Context: an optimization exercise on an open-source flow, tuned for small area and a short achievable clock period. The choices shown serve that exercise and are no tape-out recipe. Only simulation tests tie the RTL to the original design; equivalence was not proved. No activity file was given, so power comes from the tool's default toggle rates.

==> run P: inputs <==
==> flow/design.v (excerpt) <==
module apb_mux_top #(
    parameter NUM_APB_MASTERS = 16,
    parameter APB_ADDR_WIDTH  = 32,
    parameter APB_DATA_WIDTH  = 32,
    parameter APB_STRB_WIDTH  = APB_DATA_WIDTH/4
)(
    input                       PRESETn,
    input                       PCLK,
    input      [NUM_APB_MASTERS-1:0]                  PSEL_s,
    input      [NUM_APB_MASTERS*APB_ADDR_WIDTH-1:0]   PADDR_s,
    input      [NUM_APB_MASTERS-1:0]                  PWRITE_s,
    input      [NUM_APB_MASTERS*APB_DATA_WIDTH-1:0]   PWDATA_s,
    input      [NUM_APB_MASTERS-1:0]                  PENABLE_s,
    input      [NUM_APB_MASTERS*APB_STRB_WIDTH-1:0]   PSTRB_s,
    input      [NUM_APB_MASTERS*3-1:0]                PPROT_s,
    output reg [NUM_APB_MASTERS*APB_DATA_WIDTH-1:0]   PRDATA_s,
    output reg [NUM_APB_MASTERS-1:0]                  PREADY_s,
    output reg [NUM_APB_MASTERS-1:0]                  PSLVERR_s,
    output reg                      PSEL_m,
    output reg [APB_ADDR_WIDTH-1:0] PADDR_m,
    output reg                      PWRITE_m,
    output reg [APB_DATA_WIDTH-1:0] PWDATA_m,
    output reg                      PENABLE_m,
    output reg [APB_STRB_WIDTH-1:0] PSTRB_m,      
    output reg [2:0]                PPROT_m,      
    input      [APB_DATA_WIDTH-1:0] PRDATA_m,
    input                           PREADY_m,
    input                           PSLVERR_m
);
    localparam PTR_WIDTH = $clog2(NUM_APB_MASTERS);
    logic [PTR_WIDTH-1:0]              ptr;             
    logic [NUM_APB_MASTERS-1:0]        current_master; 
  ...
==> module apb_mux_top, before the edit <==
module apb_mux_top #(
    parameter NUM_APB_MASTERS = 16,
    parameter APB_ADDR_WIDTH  = 32,
    parameter APB_DATA_WIDTH  = 32,
    parameter APB_STRB_WIDTH  = APB_DATA_WIDTH/4
)(
    input                       PRESETn,
    input                       PCLK,
    input      [NUM_APB_MASTERS-1:0]                  PSEL_s,
    input      [NUM_APB_MASTERS*APB_ADDR_WIDTH-1:0]   PADDR_s,
    input      [NUM_APB_MASTERS-1:0]                  PWRITE_s,
    input      [NUM_APB_MASTERS*APB_DATA_WIDTH-1:0]   PWDATA_s,
    input      [NUM_APB_MASTERS-1:0]                  PENABLE_s,
    input      [NUM_APB_MASTERS*APB_STRB_WIDTH-1:0]   PSTRB_s,
    input      [NUM_APB_MASTERS*3-1:0]                PPROT_s,
    output reg [NUM_APB_MASTERS*APB_DATA_WIDTH-1:0]   PRDATA_s,
    output reg [NUM_APB_MASTERS-1:0]                  PREADY_s,
    output reg [NUM_APB_MASTERS-1:0]                  PSLVERR_s,
    output reg                      PSEL_m,
    output reg [APB_ADDR_WIDTH-1:0] PADDR_m,
    output reg                      PWRITE_m,
    output reg [APB_DATA_WIDTH-1:0] PWDATA_m,
    output reg                      PENABLE_m,
    output reg [APB_STRB_WIDTH-1:0] PSTRB_m,      
    output reg [2:0]                PPROT_m,      
    input      [APB_DATA_WIDTH-1:0] PRDATA_m,
    input                           PREADY_m,
    input                           PSLVERR_m
);
    localparam PTR_WIDTH = $clog2(NUM_APB_MASTERS);
    logic [PTR_WIDTH-1:0]              ptr;             
    logic [NUM_APB_MASTERS-1:0]        current_master; 
    logic [NUM_APB_MASTERS-1:0]        gnt;            
    logic [NUM_APB_MASTERS-1:0]        shift_req;
    logic [NUM_APB_MASTERS-1:0]        shift_gnt;
    logic [2*NUM_APB_MASTERS-1:0]      double_req, double_gnt;
    logic found;
    logic [NUM_APB_MASTERS-1:0] PSEL_packed;
    always_comb begin
        for (int i = 0; i < NUM_APB_MASTERS; i++) begin
            PSEL_packed[i] = PSEL_s[i];
        end
        double_req = {PSEL_packed, PSEL_packed} >> ptr;
        shift_req  = double_req[NUM_APB_MASTERS-1:0];
        shift_gnt = '0;
        found = 1'b0;
        for (int i = 0; i < NUM_APB_MASTERS; i++) begin
            if (shift_req[i] && !found) begin
                shift_gnt[i] = 1'b1;
                found = 1'b1;
            end else begin
                shift_gnt[i] = 1'b0;
            end
        end
        double_gnt = {shift_gnt, shift_gnt} << ptr;
        gnt        = double_gnt[2*NUM_APB_MASTERS-1:NUM_APB_MASTERS];
    end
    always_ff @(posedge PCLK or negedge PRESETn) begin
        if (!PRESETn)
            ptr <= '0;
        else if (|gnt) begin
            for (int i = 0; i < NUM_APB_MASTERS; i++) begin
                if (gnt[i]) begin
                    ptr <= (i == NUM_APB_MASTERS-1) ? '0 : i + 1;
                end
            end
        end
    end
    typedef enum logic [1:0] {
        IDLE   = 2'b00,
        SETUP  = 2'b01,
        ACCESS = 2'b10
    } state_t;
    state_t current_state, next_state;
    always_comb begin
        next_state = current_state;
        case (current_state)
            IDLE: begin
                if (|gnt)
                    next_state = SETUP;
            end
            SETUP: begin
                next_state = ACCESS;
            end
            ACCESS: begin
                if (PREADY_m)
                    next_state = IDLE;
            end
        endcase
    end
    always_ff @(posedge PCLK or negedge PRESETn) begin
        if (!PRESETn) begin
            current_state  <= IDLE;
            current_master <= '0;
        end else begin
            current_state <= next_state;
            if (current_state == IDLE && next_state == SETUP)
                current_master <= gnt;
            else if (current_state == ACCESS && PREADY_m)
                current_master <= '0;
        end
    end
    always_comb begin
        PSEL_m    = 1'b0;
        PADDR_m   = '0;
        PWRITE_m  = 1'b0;
        PWDATA_m  = '0;
        PENABLE_m = 1'b0;
        PSTRB_m   = 1'b0;
        PPROT_m   = 1'b0;
        if (current_state != IDLE) begin
            for (int i = 0; i < NUM_APB_MASTERS; i++) begin
                if (current_master[i]) begin
                    PSEL_m    = PSEL_s[i];
                    PADDR_m   = PADDR_s[i*APB_ADDR_WIDTH +: APB_ADDR_WIDTH];
                    PWRITE_m  = PWRITE_s[i];
                    PWDATA_m  = PWDATA_s[i*APB_DATA_WIDTH +: APB_DATA_WIDTH];
                    PENABLE_m = (current_state == ACCESS) ? PENABLE_s[i] : 1'b0;
                    PSTRB_m   = PSTRB_s[i*APB_STRB_WIDTH +: APB_STRB_WIDTH];
                    PPROT_m   = PPROT_s[i*3 +: 3];
                end
            end
        end
    end
    generate
        for (genvar i = 0; i < NUM_APB_MASTERS; i++) begin : master_resp_gen
            always_comb begin
                PRDATA_s[i*APB_DATA_WIDTH +: APB_DATA_WIDTH] = '0;
                PREADY_s[i]  = 1'b0;
                PSLVERR_s[i] = 1'b0;
                if (current_master[i] && current_state == ACCESS) begin
                    PRDATA_s[i*APB_DATA_WIDTH +: APB_DATA_WIDTH] = PRDATA_m;
                    PREADY_s[i]  = PREADY_m;
                    PSLVERR_s[i] = PSLVERR_m;
                end
            end
        end
    endgenerate
endmodule
Settings: LEC_CHECK=0, CAP_MARGIN=20, CORE_AREA=10 10 550 550, DIE_AREA=0 0 560 560, SLEW_MARGIN=20; clock period 7.0 ns.
run.sh (not shown) runs the stock make flow with config.mk's settings and CLKGATE_MAP_FILE= SYNTH_SCRIPT=/design/flow/synth_recipe.tcl, a recipe that flattens the netlist after the stock synthesis.
==> run E: changes against run P <==
==> flow/design.v (replaced) <==
module apb_mux_top #(
    parameter NUM_APB_MASTERS = 16,
    parameter APB_ADDR_WIDTH  = 32,
    parameter APB_DATA_WIDTH  = 32,
    parameter APB_STRB_WIDTH  = APB_DATA_WIDTH/4
)(
    input                       PRESETn,
    input                       PCLK,
    input      [NUM_APB_MASTERS-1:0]                  PSEL_s,
    input      [NUM_APB_MASTERS*APB_ADDR_WIDTH-1:0]   PADDR_s,
    input      [NUM_APB_MASTERS-1:0]                  PWRITE_s,
    input      [NUM_APB_MASTERS*APB_DATA_WIDTH-1:0]   PWDATA_s,
    input      [NUM_APB_MASTERS-1:0]                  PENABLE_s,
    input      [NUM_APB_MASTERS*APB_STRB_WIDTH-1:0]   PSTRB_s,
    input      [NUM_APB_MASTERS*3-1:0]                PPROT_s,
    output reg [NUM_APB_MASTERS*APB_DATA_WIDTH-1:0]   PRDATA_s,
    output reg [NUM_APB_MASTERS-1:0]                  PREADY_s,
    output reg [NUM_APB_MASTERS-1:0]                  PSLVERR_s,
    output reg                      PSEL_m,
    output reg [APB_ADDR_WIDTH-1:0] PADDR_m,
    output reg                      PWRITE_m,
    output reg [APB_DATA_WIDTH-1:0] PWDATA_m,
    output reg                      PENABLE_m,
    output reg [APB_STRB_WIDTH-1:0] PSTRB_m,
    output reg [2:0]                PPROT_m,
    input      [APB_DATA_WIDTH-1:0] PRDATA_m,
    input                           PREADY_m,
    input                           PSLVERR_m
);
    localparam N  = NUM_APB_MASTERS;
    localparam PW = $clog2(N);
    localparam BW = 1 + APB_ADDR_WIDTH + 1 + APB_DATA_WIDTH + APB_STRB_WIDTH + 3 + 1;
    logic [PW-1:0] ptr;
    logic          busy, acc;
    logic [N-1:0]  sel;
    logic [N-1:0]   mask, hi;
    logic [2*N-1:0] cat, pre;
    logic [N-1:0]   gnt, nxt;
    logic           any;
    always_comb begin
        for (int i = 0; i < N; i++)
            mask[i] = (i >= ptr);
        hi  = PSEL_s & mask;
        cat = {PSEL_s, hi};
        pre[0] = 1'b0;
        for (int i = 1; i < 2*N; i++)
            pre[i] = pre[i-1] | cat[i-1];
        for (int i = 0; i < N; i++)
            gnt[i] = (cat[i] & ~pre[i]) | (cat[N+i] & ~pre[N+i]);
        any = |PSEL_s;
        nxt = {gnt[N-2:0], gnt[N-1]};
    end
    logic [PW-1:0] ptr_n;
    always_comb begin
        ptr_n = '0;
        for (int i = 0; i < N; i++)
            if (nxt[i]) ptr_n = ptr_n | i[PW-1:0];
    end
    always_ff @(posedge PCLK or negedge PRESETn) begin
        if (!PRESETn)
            ptr <= '0;
        else if (any)
            ptr <= ptr_n;
    end
    wire done = acc & PREADY_m;
    always_ff @(posedge PCLK or negedge PRESETn) begin
        if (!PRESETn) begin
            busy <= 1'b0;
            acc  <= 1'b0;
            sel  <= '0;
        end else begin
            if (!busy) begin
                busy <= any;
                sel  <= gnt;
            end else if (!acc) begin
                acc  <= 1'b1;
            end else if (PREADY_m) begin
                busy <= 1'b0;
                acc  <= 1'b0;
                sel  <= '0;
            end
        end
    end
    logic [BW-1:0] bundle [N];
    logic [BW-1:0] req_m;
    always_comb begin
        for (int i = 0; i < N; i++)
            bundle[i] = {PSEL_s[i],
                         PADDR_s[i*APB_ADDR_WIDTH +: APB_ADDR_WIDTH],
                         PWRITE_s[i],
                         PWDATA_s[i*APB_DATA_WIDTH +: APB_DATA_WIDTH],
                         PSTRB_s[i*APB_STRB_WIDTH +: APB_STRB_WIDTH],
                         PPROT_s[i*3 +: 3],
                         PENABLE_s[i]};
        req_m = '0;
        for (int i = 0; i < N; i++)
            req_m = req_m | (bundle[i] & {BW{sel[i]}});
        {PSEL_m, PADDR_m, PWRITE_m, PWDATA_m, PSTRB_m, PPROT_m} = req_m[BW-1:1];
        PENABLE_m = req_m[0] & acc;
    end
    always_comb begin
        for (int i = 0; i < N; i++) begin
            PRDATA_s[i*APB_DATA_WIDTH +: APB_DATA_WIDTH] = PRDATA_m & {APB_DATA_WIDTH{sel[i] & acc}};
            PREADY_s[i]  = PREADY_m  & sel[i] & acc;
            PSLVERR_s[i] = PSLVERR_m & sel[i] & acc;
        end
    end
endmodule
==> flow/flow/run.sh (new file) <==
#!/bin/bash
# Standard ORFS layout, with plain buf_1 cells as the input/output port buffers.
set -euo pipefail
export BUFFER_PORTS_ARGS="-buffer_cell sky130_fd_sc_hd__buf_1"
bash standard.sh finish > standard_flow.log 2>&1
==> flow/standard.sh (new file) <==
#!/bin/bash
# synth_recipe.tcl (not shown) runs the flow's synth.tcl, then flattens the netlist and writes it again
# the make line also repeats each setting of config.mk as NAME=value (left out here)
make -C /OpenROAD-flow-scripts/flow DESIGN_CONFIG=/design/flow/config.mk WORK_HOME=/design/flow/orfs CLKGATE_MAP_FILE= SYNTH_SCRIPT=/design/flow/synth_recipe.tcl "${@:-finish}"
- SETUP_SLACK_MARGIN: not set -> 2.5
removed: flow/run.sh
==> results.txt <==
- Antenna violations before repair: 462
- GR Util met2: 38.2%
- Synth top cells by count: and3_1, a22o_1, a221oi_1, clkbuf_1, nand4_1
- Combinational power: roughly 0.0063 W
- Met1 usage: 21.9%
- Status: timing/DRC/antenna clean
- Reg area: ~610 um^2
- Top post-synthesis cells by area: and3_1, a22o_1, a221oi_1
- Hold path endpoint: sel[8]$_DFFE_PN0P_
- Multi-input logic area: 10500 um^2
(the above is from run E)
==> results.txt <==
- GR Util met2: 33.0%
- Slowest cell on crit path: nor3_1
- Reg area: 607 um^2
- Multi-input logic area: 16800 um^2
- Status: timing/DRC/antenna clean
- Main synth FF type: dfrtp_1
- Hold depth: 1
- Antenna violations before repair: ~120
- Area share of and/or/nand/nor cells after synthesis: around 36%
- Count of pins over their slew limit: 0
- Worst Path Arrival: 5.38 ns
- Top post-synthesis cells by area: and3_1, a221oi_1, clkbuf_1
- Hold path endpoint: current_state[1]$_DFF_PN0_
- Synth top cells by count: and3_1, clkbuf_1, nor2_1, a221oi_1, a21oi_1
(the above is from run P)

-- port drivers added, routing unchanged --
The results above use ideal ports. As a check the final layouts listed here were re-extracted and re-timed, cells and wires unchanged. Step 1, drivers: a clkbuf_16 drives PCLK and a buf_2 each remaining input, both assumed. Step 2 times the ports against the registers' clock, not the clock port: input delays grow and output delays shrink by t, the midpoint of the rising clock arrivals with the driver on. a / b / c = no drivers / after step 1 / after step 2; a / b = the first two.
run | t, ns | slack for setup (ns) | worst hold slack (ns)
run P | 0.320 | 0.220 / 0.136 / 0.136 | 0.618 / 0.618 / 0.618
run E | 0.297 | 2.371 / 2.184 / 2.184 | 0.770 / 0.770 / 0.770
After both steps setup and hold are still met in every run listed. For run E, which loses most, drivers alone change the setup slack by -0.187 ns; drivers and shift together by -0.187 ns.
